From an optimization exercise on the open Yosys and OpenROAD flow, aimed at small area, a short achievable clock period and few clock cycles; shortcuts taken in it are not production practice. RTL that was checked went through simulation tests only; none was proved equivalent to the original. Power is estimated from default activity; no workload was simulated.

the baseline:
==> flow/design.v (excerpt) <==
module UT_TOP (
    clk, rst_n, in_valid, in_time,
    out_valid, out_display, out_day
);
input clk, rst_n, in_valid;
input [30:0] in_time;
output reg out_valid;
output reg [3:0] out_display;
output reg [2:0] out_day;
reg [4:0] cnt;
function ge_c;
    input [12:0] x;
    input [12:0] c;
    integer i;
    reg g;
    begin
        g = 1'b1;
        for (i = 0; i < 13; i = i + 1)
            g = c[i] ? (x[i] & g) : (x[i] | g);
        ge_c = g;
    end
endfunction
function [12:0] sub_c;
    input [12:0] x;
    input [12:0] c;
    integer i;
    reg b;
    begin
        b = 1'b0;
        for (i = 0; i < 13; i = i + 1) begin
            sub_c[i] = x[i] ^ c[i] ^ b;
            b = c[i] ? (~x[i] | b) : (~x[i] & b);
        end
    end
endfunction
reg [9:0]  R1;     
reg [15:0] S;      
reg [6:0]  LO;     
reg [1:0]  QD;     
reg [2:0]  W;      
reg        gt, lt; 
reg [10:0] R2;
reg [6:0]  Y;
reg [1:0]  HH;
reg [3:0]  MO;
reg [4:0]  DY;
wire [11:0] x1 = {R1, S[15:14]};
wire        c1a = ge_c({1'b0, x1}, 13'd675), c1b = ge_c({1'b0, x1}, 13'd1350), c1c = ge_c({1'b0, x1}, 13'd2025);
wire [1:0]  q1 = c1c ? 2'd3 : c1b ? 2'd2 : c1a ? 2'd1 : 2'd0;
wire [12:0] s1a = sub_c({1'b0, x1}, 13'd675), s1b = sub_c({1'b0, x1}, 13'd1350), s1c = sub_c({1'b0, x1}, 13'd2025);
wire [11:0] r1n = c1c ? s1c[11:0] : c1b ? s1b[11:0] : c1a ? s1a[11:0] : x1;
wire [12:0] x2 = {R2, QD};
wire        c2a = ge_c(x2, 13'd1461), c2b = ge_c(x2, 13'd2922), c2c = ge_c(x2, 13'd4383);
wire [1:0]  q2 = c2c ? 2'd3 : c2b ? 2'd2 : c2a ? 2'd1 : 2'd0;
wire [12:0] s2a = sub_c(x2, 13'd1461), s2b = sub_c(x2, 13'd2922), s2c = sub_c(x2, 13'd4383);
wire [12:0] r2n = c2c ? s2c : c2b ? s2b : c2a ? s2a : x2;
reg [2:0] wn;
always @(*) begin
    case ({W, q1})
        5'd0: wn = 3'd0;
        5'd1: wn = 3'd1;
        5'd2: wn = 3'd2;
        5'd3: wn = 3'd3;
        5'd4: wn = 3'd4;
        5'd5: wn = 3'd5;
        5'd6: wn = 3'd6;
        5'd7: wn = 3'd0;
        5'd8: wn = 3'd1;
        5'd9: wn = 3'd2;
        5'd10: wn = 3'd3;
        5'd11: wn = 3'd4;
        5'd12: wn = 3'd5;
  ...
clock: 9.0 ns
lec_check: 0
abc_area: 1
cap_margin: 20
core_margin: 2
core_utilization: 60
setup_slack_margin: 5
slew_margin: 20
run.sh (not shown) runs the stock make flow with config.mk's settings and CLKGATE_MAP_FILE= SYNTH_SCRIPT=/design/flow/synth_recipe.tcl, a recipe that flattens the netlist after the stock synthesis.
The baseline completed end to end with timing, DRC and antenna clean.
Edits applied to the flow inputs when going from the baseline to the candidate:
Settings: SETUP_SLACK_MARGIN no longer set, was 5.
## What came out
Compared with the baseline, the candidate shows design area lower by about 4.4%. Changes observed in the candidate relative to the baseline: clock power level, number of cells traversed by the worst register-to-register path rose 1, worst hold slack across all endpoints neither gained nor lost much. The baseline has a lower time the final worst path needs with I/O delays and setup than the candidate. Per the comparison of the candidate with the baseline, number of port buffers roughly the same; first-pass GRT wire length lower; non-clock buffer count now smaller. Between the baseline and the candidate, the flow reports total chip power decreasing by a little under 10%. Compared to the baseline, the candidate has max-slew headroom at the worst pin 12 points lower. The candidate ended with more fraction of standard cell area in multi-input logic than the baseline.
Function was not checked in any run of this note: the RTL went through the layout flow alone.

* * *

UT_TOP, a different RTL version from the one above (not shown whole).
Size: roughly 940 cells after synthesis, about 71 flip-flops.
Settings: LEC_CHECK=0, ABC_AREA=1, CAP_MARGIN=20, CORE_MARGIN=2, CORE_UTILIZATION=60, SETUP_SLACK_MARGIN=5, SLEW_MARGIN=20; clock period 9.0 ns.
standard.sh (not shown) runs the stock make flow with config.mk's settings and CLKGATE_MAP_FILE= SYNTH_SCRIPT=/design/flow/synth_recipe.tcl, a recipe that flattens the netlist after the stock synthesis.
==> flow/flow/run.sh <==
#!/bin/bash
# Standard layout, except:
#  - synthesis maps adders and comparators through ABC (no full/half-adder
#    cell extraction), with a stronger area-oriented ABC script
#    (flow/abc_area.script, used in place of ORFS's abc_area.script);
#  - port buffers are plain buf_1 cells (resized later where timing needs it);
#  - clock tree synthesis adds no dummy loads;
#  - timing repair aims for 2.5 ns paths.
set -euo pipefail
rm -rf scripts_local
cp -r "$FLOW_HOME/scripts" scripts_local
cp flow/abc_area.script scripts_local/abc_area.script
bash standard.sh "SCRIPTS_DIR=$PWD/scripts_local" ADDER_MAP_FILE= SETUP_SLACK_MARGIN=6.5 \
  "BUFFER_PORTS_ARGS=-buffer_cell sky130_fd_sc_hd__buf_1" \
  "CTS_ARGS=-sink_clustering_enable -repair_clock_nets -dont_use_dummy_load" \
  finish > flow_make.log 2>&1
==> flow/flow/abc_area.script <==
strash
&get -n
&fraig -x
&put
scorr
dc2
strash
&get -n
&dch -f
&nf -R 1000
&put
topo
stime -c
buffer -c
upsize -c
dnsize -c
Testbench counts at the start, summed over its fixed seeds: cycles 11,768.
Then changed:
==> flow/flow/run.sh (replaced) <==
#!/bin/bash
# Standard layout, except:
#  - synthesis maps adders and comparators through ABC (no full/half-adder
#    cell extraction), which gives smaller and faster logic here;
#  - port buffers are plain buf_1 cells (resized later where timing needs it);
#  - clock tree synthesis adds no dummy loads;
#  - timing repair aims for 2.57 ns paths.
set -euo pipefail
bash standard.sh ADDER_MAP_FILE= SETUP_SLACK_MARGIN=6.43 \
  "BUFFER_PORTS_ARGS=-buffer_cell sky130_fd_sc_hd__buf_1" \
  "CTS_ARGS=-sink_clustering_enable -repair_clock_nets -dont_use_dummy_load" \
  finish > flow_make.log 2>&1
removed: flow/flow/abc_area.script
Non-clock buffer count fell by 92.
Die area rose by 13%.
Worst setup slack is better by 0.74 ns.
Then changed:
==> flow/flow/run.sh (replaced) <==
#!/bin/bash
# Standard layout, except that synthesis maps adders and comparators through ABC
# (no full/half-adder cell extraction), and timing repair aims for 2.5 ns paths.
set -euo pipefail
bash standard.sh ADDER_MAP_FILE= SETUP_SLACK_MARGIN=6.5 finish > flow_make.log 2>&1
=>
- area after synthesis does not change
- maximum frequency is about the same
- total power goes up by 5.4%
- setup slack stays flat
- final cell count goes up by about 1.7%
- wire length goes up by 4.5%
- non-clock buffer count goes up by 18
- utilization goes up by 3.7 points
- clock-buffer cell count goes up by 2
- worst hold slack improves by 0.011 ns
Then changed:
==> flow/flow/run.sh (replaced) <==
#!/bin/bash
# Standard layout, except:
#  - synthesis maps adders and comparators through ABC (no full/half-adder
#    cell extraction), which gives smaller and faster logic here;
#  - port buffers are plain buf_1 cells (resized later where timing needs it);
#  - clock tree synthesis adds no dummy loads;
#  - timing repair aims for 2.5 ns paths.
set -euo pipefail
bash standard.sh ADDER_MAP_FILE= SETUP_SLACK_MARGIN=6.5 \
  "BUFFER_PORTS_ARGS=-buffer_cell sky130_fd_sc_hd__buf_1" \
  "CTS_ARGS=-sink_clustering_enable -repair_clock_nets -dont_use_dummy_load" \
  finish > flow_make.log 2>&1
The changed run produced a clean layout.
Non-clock buffer count stays the same.
Via count came out lower slightly.
Area after synthesis stays the same.
Worst setup slack barely changes.
Sequential cell count does not change.
Clock skew came out higher by 0.0070 ns.
Sequential share of layout area came out higher by 0.57 points.
Then changed:
==> flow/flow/run.sh (replaced) <==
#!/bin/bash
# Standard layout, except:
#  - synthesis maps adders and comparators through ABC (no full/half-adder
#    cell extraction), with a stronger area-oriented ABC script
#    (flow/abc_area.script, used in place of ORFS's abc_area.script);
#  - port buffers are plain buf_1 cells (resized later where timing needs it);
#  - clock tree synthesis adds no dummy loads;
#  - timing repair aims for 2.57 ns paths.
set -euo pipefail
rm -rf scripts_local
cp -r "$FLOW_HOME/scripts" scripts_local
cp flow/abc_area.script scripts_local/abc_area.script
bash standard.sh "SCRIPTS_DIR=$PWD/scripts_local" ADDER_MAP_FILE= SETUP_SLACK_MARGIN=6.43 \
  "BUFFER_PORTS_ARGS=-buffer_cell sky130_fd_sc_hd__buf_1" \
  "CTS_ARGS=-sink_clustering_enable -repair_clock_nets -dont_use_dummy_load" \
  finish > flow_make.log 2>&1
==> flow/flow/abc_area.script (new file) <==
strash
&get -n
&fraig -x
&put
scorr
dc2
strash
dch -f
&get -n
&dch -f
&nf {D} -R 1000
&put
topo
stime -c
buffer -c
upsize -c
dnsize -c
ABC_CLOCK_PERIOD_IN_PS = 1500   (was unset)
After rerunning:
- power goes up by 10%
- via count shrinks by 3.0%
- cell area grows by 1.4%
- wire length is higher by 9.6%
- setup slack is worse by 0.36 ns
- global-route usage grows by 4.3 points
- cell count falls by 21%
- clock power went down by 29%
- sequential share of layout area came out lower by 0.14 points

## separate check: timing with driven ports
In the flow no input, the clock included, has a driving cell. The finished layouts below were timed again as built, in two steps. Step 1: set_driving_cell puts a clkbuf_16 on clk and a buf_2 on each other input, an assumption about the parent block. Step 2 times the ports against the registers' clock, not the clock port: input delays grow and output delays shrink by t, the midpoint of the rising clock arrivals with the driver on. Slacks: ideal / step 1 / step 2; pairs: ideal / step 1.
| run | t (ns) | setup slack, ns | worst hold slack (ns) |
|---|---|---|---|
| the baseline | 0.400 | 5.187 / 5.187 / 5.015 | 0.472 / 0.472 / 0.472 |
| the candidate | 0.396 | 4.501 / 4.507 / 4.126 | 0.471 / 0.471 / 0.471 |
| the first run of note 2 | 0.411 | 5.687 / 5.687 / 5.687 | 0.538 / 0.538 / 0.538 |
| the second run of note 2 | 0.387 | 6.423 / 6.380 / 6.489 | 0.506 / 0.506 / 0.506 |
| the third run of note 2 | 0.388 | 6.424 / 6.383 / 6.288 | 0.517 / 0.517 / 0.517 |
| the fourth run of note 2 | 0.387 | 6.422 / 6.377 / 6.543 | 0.505 / 0.505 / 0.505 |
| the fifth run of note 2 | 0.403 | 6.062 / 6.062 / 6.062 | 0.556 / 0.556 / 0.556 |
After both steps every run listed still meets setup and hold. For the candidate, which loses most, drivers alone change the setup slack by +0.006 ns; drivers and shift together by -0.375 ns.
